This is an optimization exercise on Yosys and OpenROAD, whose aim is small area, not a production implementation.
RTL that was checked went through simulation tests only; none was proved equivalent to the original.
Power is estimated from default activity; no workload was simulated.

==> job 1157 <==
==> flow/design.v <==
`timescale 1ns / 1ps
module Top(
    clk, rst_switch, play_switch, signal_out1, signal_out2, signal_out3, LED, LED_state, mode4_handout_count, LED_switch
);
    input clk, rst_switch, play_switch;
    output [4-1:0] signal_out1, signal_out2, signal_out3;
    output [4-1:0] LED;
    output [5-1:0] LED_state;
    output [3-1:0] mode4_handout_count;
    output LED_switch;
    assign LED_switch = play_switch;
    reg [3:0] db;
    reg db_d, rst;
    wire db_lvl = &db;
    always @(posedge clk) begin
        db <= {db[2:0], rst_switch};
        db_d <= db_lvl;
        rst <= db_lvl & ~db_d;
    end
    reg [3:0] dcnt;
    reg dhalf;
    wire dwrap = (dcnt[3] & dcnt[0]);            
    wire tick = dwrap & ~dhalf;
    wire [1:0] rnd = {dcnt[1] ^ dhalf, dcnt[0]};
    always @(posedge clk) begin
        if (rst) begin
            dcnt <= 4'd0;
            dhalf <= 1'b0;
        end else if (dwrap) begin
            dcnt <= 4'd0;
            dhalf <= ~dhalf;
        end else begin
            dcnt <= dcnt + 4'd1;
        end
    end
    localparam Wait = 3'd0, Open_lid = 3'd1, Hand_out = 3'd2, Hand_in = 3'd3, Close_lid = 3'd4;
    reg [4:0] state;
    wire [1:0] mode = state[4:3];
    wire [2:0] ph = state[2:0];
    reg start;
    reg [9:0] sig;
    reg [3:0] cnt;
    reg [2:0] m4cnt;
    reg [1:0] m3cnt;
    wire swon = ~play_switch;
    wire wrap = sig[9] & sig[8] & sig[7] & sig[6] & sig[5] & sig[3];   
    reg hit;
    always @(*) begin
        case (ph)
            Open_lid:  hit = (mode == 2'b01) ? (&cnt) : (cnt[1] & cnt[0]);                
            Hand_out,
            Hand_in:   hit = (mode == 2'b01) ? (cnt[3] & cnt[1]) : (cnt[2] & cnt[1]);    
            default:   hit = cnt[1] & cnt[0];                                               
        endcase
    end
    wire done = start & hit;
    reg [4:0] nstate;
    always @(*) begin
        nstate = state;
        case (ph)
            Wait:      if (swon) nstate = {rnd, Open_lid};
            Open_lid:  if (done) nstate = {mode, (mode == 2'b10 && m3cnt != 2'd3) ? Close_lid : Hand_out};
            Hand_out:  if (done) nstate = {mode, Hand_in};
            Hand_in:   if (done) nstate = {mode, (mode == 2'b11 && !m4cnt[2]) ? Hand_out : Close_lid};
            default:   if (done) nstate = {mode, (mode == 2'b10 && m3cnt != 2'd0) ? Open_lid : Wait};
        endcase
    end
    always @(posedge clk) begin
        if (rst) begin
            state <= 5'd0;
            start <= 1'b0;
            sig <= 10'd0;
            cnt <= 4'd0;
            m4cnt <= 3'd0;
            m3cnt <= 2'd0;
        end else begin
            state <= nstate;
            start <= (ph != Wait) & ~done;
            if (start & ~done) begin
                sig <= wrap ? 10'd0 : sig + 10'd1;
                if (wrap) cnt <= cnt + 4'd1;
            end else begin
                sig <= 10'd0;
                cnt <= 4'd0;
            end
            if (ph == Close_lid)
                m4cnt <= 3'd0;
            else if (ph == Hand_out && mode == 2'b11 && done)
                m4cnt <= m4cnt + 3'd1;
            if (ph == Open_lid && mode == 2'b10 && done)
                m3cnt <= m3cnt + 2'd1;
        end
    end
    assign LED_state = state;
    assign mode4_handout_count = m4cnt;
    assign LED = {mode == 2'd0, mode == 2'd1, mode == 2'd2, mode == 2'd3};
    wire s0 = (sig == 10'd0);
    wire lid_ph = (ph == Open_lid) | (ph == Close_lid);
    wire hand_ph = (ph == Hand_out) | (ph == Hand_in);
    wire en_lid = start & lid_ph & ((cnt < 4'd3) | ((cnt == 4'd3) & s0));
    wire en_hand = start & hand_ph & ((cnt < 4'd6) | ((cnt == 4'd6) & s0));
    wire dir_lid = (ph != Close_lid);    
    wire dir_hand = (ph == Hand_in);
    stepper lid(.clk(clk), .rst(rst), .tick(tick), .en(en_lid), .dir(dir_lid), .signal(signal_out1));
    stepper hand(.clk(clk), .rst(rst), .tick(tick), .en(en_hand), .dir(dir_hand), .signal(signal_out2));
    assign signal_out3 = signal_out1;
endmodule  
module stepper(
    input clk,
    input rst,
    input tick,
    input en,
    input dir,
    output [3:0] signal
);
    reg v, e, d;
    reg [1:0] p;
    always @(posedge clk) begin
        if (rst) begin
            v <= 1'b0;
            e <= 1'b0;
            d <= 1'b0;
            p <= 2'd0;
        end else if (tick) begin
            v <= e;
            p[0] <= v & ~p[0];
            p[1] <= v & (p[1] ^ p[0] ^ ~d);
            e <= en;
            d <= dir;
        end
    end
    assign signal = {v & p[1] & p[0], v & p[1] & ~p[0], v & ~p[1] & p[0], v & ~p[1] & ~p[0]};
endmodule
==> flow/run.sh <==
#!/bin/bash
# synth_recipe.tcl (not shown) runs the flow's synth.tcl, then flattens the netlist and writes it again
# the make line also repeats each setting of config.mk as NAME=value (left out here)
make -C /OpenROAD-flow-scripts/flow DESIGN_CONFIG=/design/flow/config.mk WORK_HOME=/design/flow/orfs CLKGATE_MAP_FILE= SYNTH_SCRIPT=/design/flow/synth_recipe.tcl finish
==> flow/config.mk <==
export PLATFORM = sky130hd
export DESIGN_NAME = Top
export DESIGN_NICKNAME = Top
export VERILOG_FILES = /design/flow/design.v
export SDC_FILE = /design/flow/constraint.sdc
export NUM_CORES = 4
export LEC_CHECK = 0
export CAP_MARGIN = 20
export CORE_MARGIN = 2
export CORE_UTILIZATION = 40
export SLEW_MARGIN = 20
==> flow/constraint.sdc <==
create_clock -name core_clock -period 10.0 [get_ports {clk}]
set_input_delay 2.0000 -clock core_clock [delete_from_list [all_inputs] [get_ports {clk}]]
set_output_delay 2.0000 -clock core_clock [all_outputs]
set_load 0.01 [all_outputs]
==> job 8759: changes against job 1157 <==
==> flow/design.v (replaced) <==
`timescale 1ns / 1ps
module Top(
    clk, rst_switch, play_switch, signal_out1, signal_out2, signal_out3, LED, LED_state, mode4_handout_count, LED_switch
);
    input clk, rst_switch, play_switch;
    output [4-1:0] signal_out1, signal_out2, signal_out3;
    output [4-1:0] LED;
    output [5-1:0] LED_state;
    output [3-1:0] mode4_handout_count;
    output LED_switch;
    assign LED_switch = play_switch;
    reg [3:0] db;
    reg db_d, rst;
    wire db_lvl = &db;
    always @(posedge clk) begin
        db <= {db[2:0], rst_switch};
        db_d <= db_lvl;
        rst <= db_lvl & ~db_d;
    end
    reg [1:0] rnd;
    reg [2:0] q5;
    always @(posedge clk) begin
        if (rst) begin
            rnd <= 2'd0;
            q5 <= 3'b100;
        end else begin
            rnd <= rnd + 2'd1;
            q5 <= {q5[1:0], ~(q5[1] & (q5[2] | ~q5[0]))};
        end
    end
    wire tick = ~rnd[1] & rnd[0] & q5[1] & ~q5[0];
    localparam Wait = 3'd0, Open_lid = 3'd1, Hand_out = 3'd2, Hand_in = 3'd3, Close_lid = 3'd4;
    reg [4:0] state;
    wire [1:0] mode = state[4:3];
    wire [2:0] ph = state[2:0];
    reg start;
    reg [9:0] pre;      
    reg [3:0] cnt;      
    reg [2:0] hcnt;     
    wire swon = ~play_switch;
    wire wrap = (pre == 10'b0101100100);     
    wire s0 = (pre == 10'd0);
    reg done;
    always @(*) begin
        case (ph)
            Open_lid:  done = (mode == 2'b01) ? (&cnt) : (cnt[1] & cnt[0]);                
            Hand_out,
            Hand_in:   done = (mode == 2'b01) ? (cnt[3] & cnt[1]) : (cnt[2] & cnt[1]);    
            default:   done = cnt[1] & cnt[0];                                               
        endcase
    end
    wire m3 = (mode == 2'b10);
    wire m4 = (mode == 2'b11);
    reg [4:0] nstate;
    always @(*) begin
        nstate = state;
        case (ph)
            Wait:      if (swon) nstate = {rnd, Open_lid};
            Open_lid:  if (done) nstate = {mode, (m3 && hcnt[1:0] != 2'd3) ? Close_lid : Hand_out};
            Hand_out:  if (done) nstate = {mode, Hand_in};
            Hand_in:   if (done) nstate = {mode, (m4 && !hcnt[2]) ? Hand_out : Close_lid};
            default:   if (done) nstate = {mode, (m3 && hcnt[1:0] != 2'd0) ? Open_lid : Wait};
        endcase
    end
    wire run = start & ~done;
    always @(posedge clk) begin
        start <= (ph != Wait) & ~done;
        if (run & ~wrap)
            pre <= {pre[8:0], ~(pre[9] ^ pre[6])};
        else
            pre <= 10'd0;
        if (~run)
            cnt <= 4'd0;
        else if (wrap)
            cnt <= cnt + 4'd1;
    end
    wire hinc = done & ((ph == Hand_out & m4) | (ph == Open_lid & m3));
    always @(posedge clk) begin
        if (rst) begin
            state <= 5'd0;
            hcnt <= 3'd0;
        end else begin
            state <= nstate;
            if (ph == Close_lid & mode[0])
                hcnt <= 3'd0;
            else if (hinc)
                hcnt <= {hcnt[2] | (mode[0] & hcnt[1] & hcnt[0]), hcnt[1:0] + 2'd1};
        end
    end
    assign LED_state = state;
    assign mode4_handout_count = {hcnt[2], hcnt[1:0] & {2{mode[0]}}};
    assign LED = {mode == 2'd0, mode == 2'd1, m3, m4};
    wire lid_ph = (ph == Open_lid) | (ph == Close_lid);
    wire hand_ph = (ph == Hand_out) | (ph == Hand_in);
    wire lid_over = (cnt[3] | cnt[2] | (cnt[1] & cnt[0] & ~s0));
    wire hand_over = (cnt[3] | (cnt[2] & cnt[1] & ~s0) | (cnt[2] & cnt[1] & cnt[0]));
    wire en = start & ((lid_ph & ~lid_over) | (hand_ph & ~hand_over));
    wire which = ph[1];
    wire fwd = ph[0];
    reg v, w, e, ew, d;
    reg [1:0] p;
    always @(posedge clk) begin
        if (rst) begin
            v <= 1'b0;
            e <= 1'b0;
        end else if (tick) begin
            v <= e;
            e <= en;
        end
    end
    always @(posedge clk) begin
        if (tick) begin
            w <= ew;
            p[0] <= v & (w == ew) & ~p[0];
            p[1] <= v & (w == ew) & (p[1] ^ p[0] ^ ~d);
            ew <= which;
            d <= fwd;
        end
    end
    wire [3:0] onehot = {p[1] & p[0], p[1] & ~p[0], ~p[1] & p[0], ~p[1] & ~p[0]};
    assign signal_out1 = onehot & {4{v & ~w}};
    assign signal_out2 = onehot & {4{v & w}};
    assign signal_out3 = signal_out1;
endmodule  
==> flow/flow/run.sh (new file) <==
#!/bin/bash
# Standard ORFS layout, except that the port buffers are the smallest
# buffer (buf_1) instead of the cell buffer_ports picks by default.
set -euo pipefail
bash standard.sh BUFFER_PORTS_ARGS="-buffer_cell sky130_fd_sc_hd__buf_1" finish > standard.log 2>&1
==> flow/standard.sh (new file) <==
#!/bin/bash
# synth_recipe.tcl (not shown) runs the flow's synth.tcl, then flattens the netlist and writes it again
# the make line also repeats each setting of config.mk as NAME=value (left out here)
make -C /OpenROAD-flow-scripts/flow DESIGN_CONFIG=/design/flow/config.mk WORK_HOME=/design/flow/orfs CLKGATE_MAP_FILE= SYNTH_SCRIPT=/design/flow/synth_recipe.tcl "${@:-finish}"
removed: flow/run.sh
==> flow_summary.yaml <==
timing:
  worst_pin_slew_ns: 0.906
  min_period_over_period_pct: 50.1
  max-slew-margin-rel_pct: 39.5
placement:
  dp_slack_ns: 4.99
global_routing:
  grt_pass1_wl_um: 7000
  use_met2_pct: 24.4
route:
  num_vias: 1674
  drt-vias-per-instance: 4.98
  drt-met1-wl_um: 1790
die:
  die_area_sq_mm: 0.00595
synthesis:
  syn_nets: 256
  ys_warn_count: 2
status:
  run_status: "no timing/DRC/antenna violations"
finish:
  multi_input_area_share_pct: 43.3
(the above is from job 1157)
==> flow_summary.yaml <==
placement:
  dp_slack_ns: 5.72
timing:
  worst_pin_slew_ns: 0.549
  min_period_over_period_pct: 42.8
  max-slew-margin-rel_pct: 63.1
  finClkSkew_ns: 0.00520
route:
  dr.max_layer_used: "met4"
  num_vias: 1280
status:
  run_status: "no timing/DRC/antenna violations"
finish:
  multi_input_area_share_pct: 39.7
  stdcell_area_sq_mm: 0.00194
synthesis:
  ys_warn_count: 1
  synth_compound_area_share_pct: 7.62
  ys_top_cells_by_area: "dfxtp_1 40%, edfxtp_1 8.3%, ha_1 5.5%"
  syn_area_sq_mm: 0.00181
  syn_nets: 201
  synth_common_cells: "36 x dfxtp_1, 19 x nor2_1, 14 x inv_1, 14 x nand2_1"
global_routing:
  grt_pass1_wl_um: 5240
  grt_pass1_vias: 1157
  use_met2_pct: 19.5
worst_setup_path:
  startpoint_type: "input port"
pwr:
  powerComb_mw: 0.0784
(the above is from job 8759)
Function not checked in job 8759: the RTL went through the layout flow alone.

==> re-timing with driven ports <==
How much do the figures lean on ideal ports? The routed layouts below were timed once more, with nothing changed but the port constraints.
Step 1 assumes that a clkbuf_16 drives the clock port and a buf_2 every other input.
Step 2 times the ports against the registers' clock, not the clock port: input delays grow and output delays shrink by t, the midpoint of the rising clock arrivals with the driver on.
Slacks: ideal / step 1 / step 2; pairs: ideal / step 1.
| run | shift t [ns] | setup slack, ns | hold slack, ns | worst setup path after step 2 |
|---|---|---|---|---|
| job 1157 | 0.317 | 4.990 / 4.963 / 4.963 | 0.349 / 0.349 / 0.349 | input to output |
| job 8759 | 0.315 | 5.721 / 5.700 / 5.700 | 0.350 / 0.350 / 0.350 | input to output |
After both steps every run listed still meets setup and hold. The setup slack of job 1157, which loses most, moves by -0.027 ns with the drivers and by -0.027 ns with both steps.
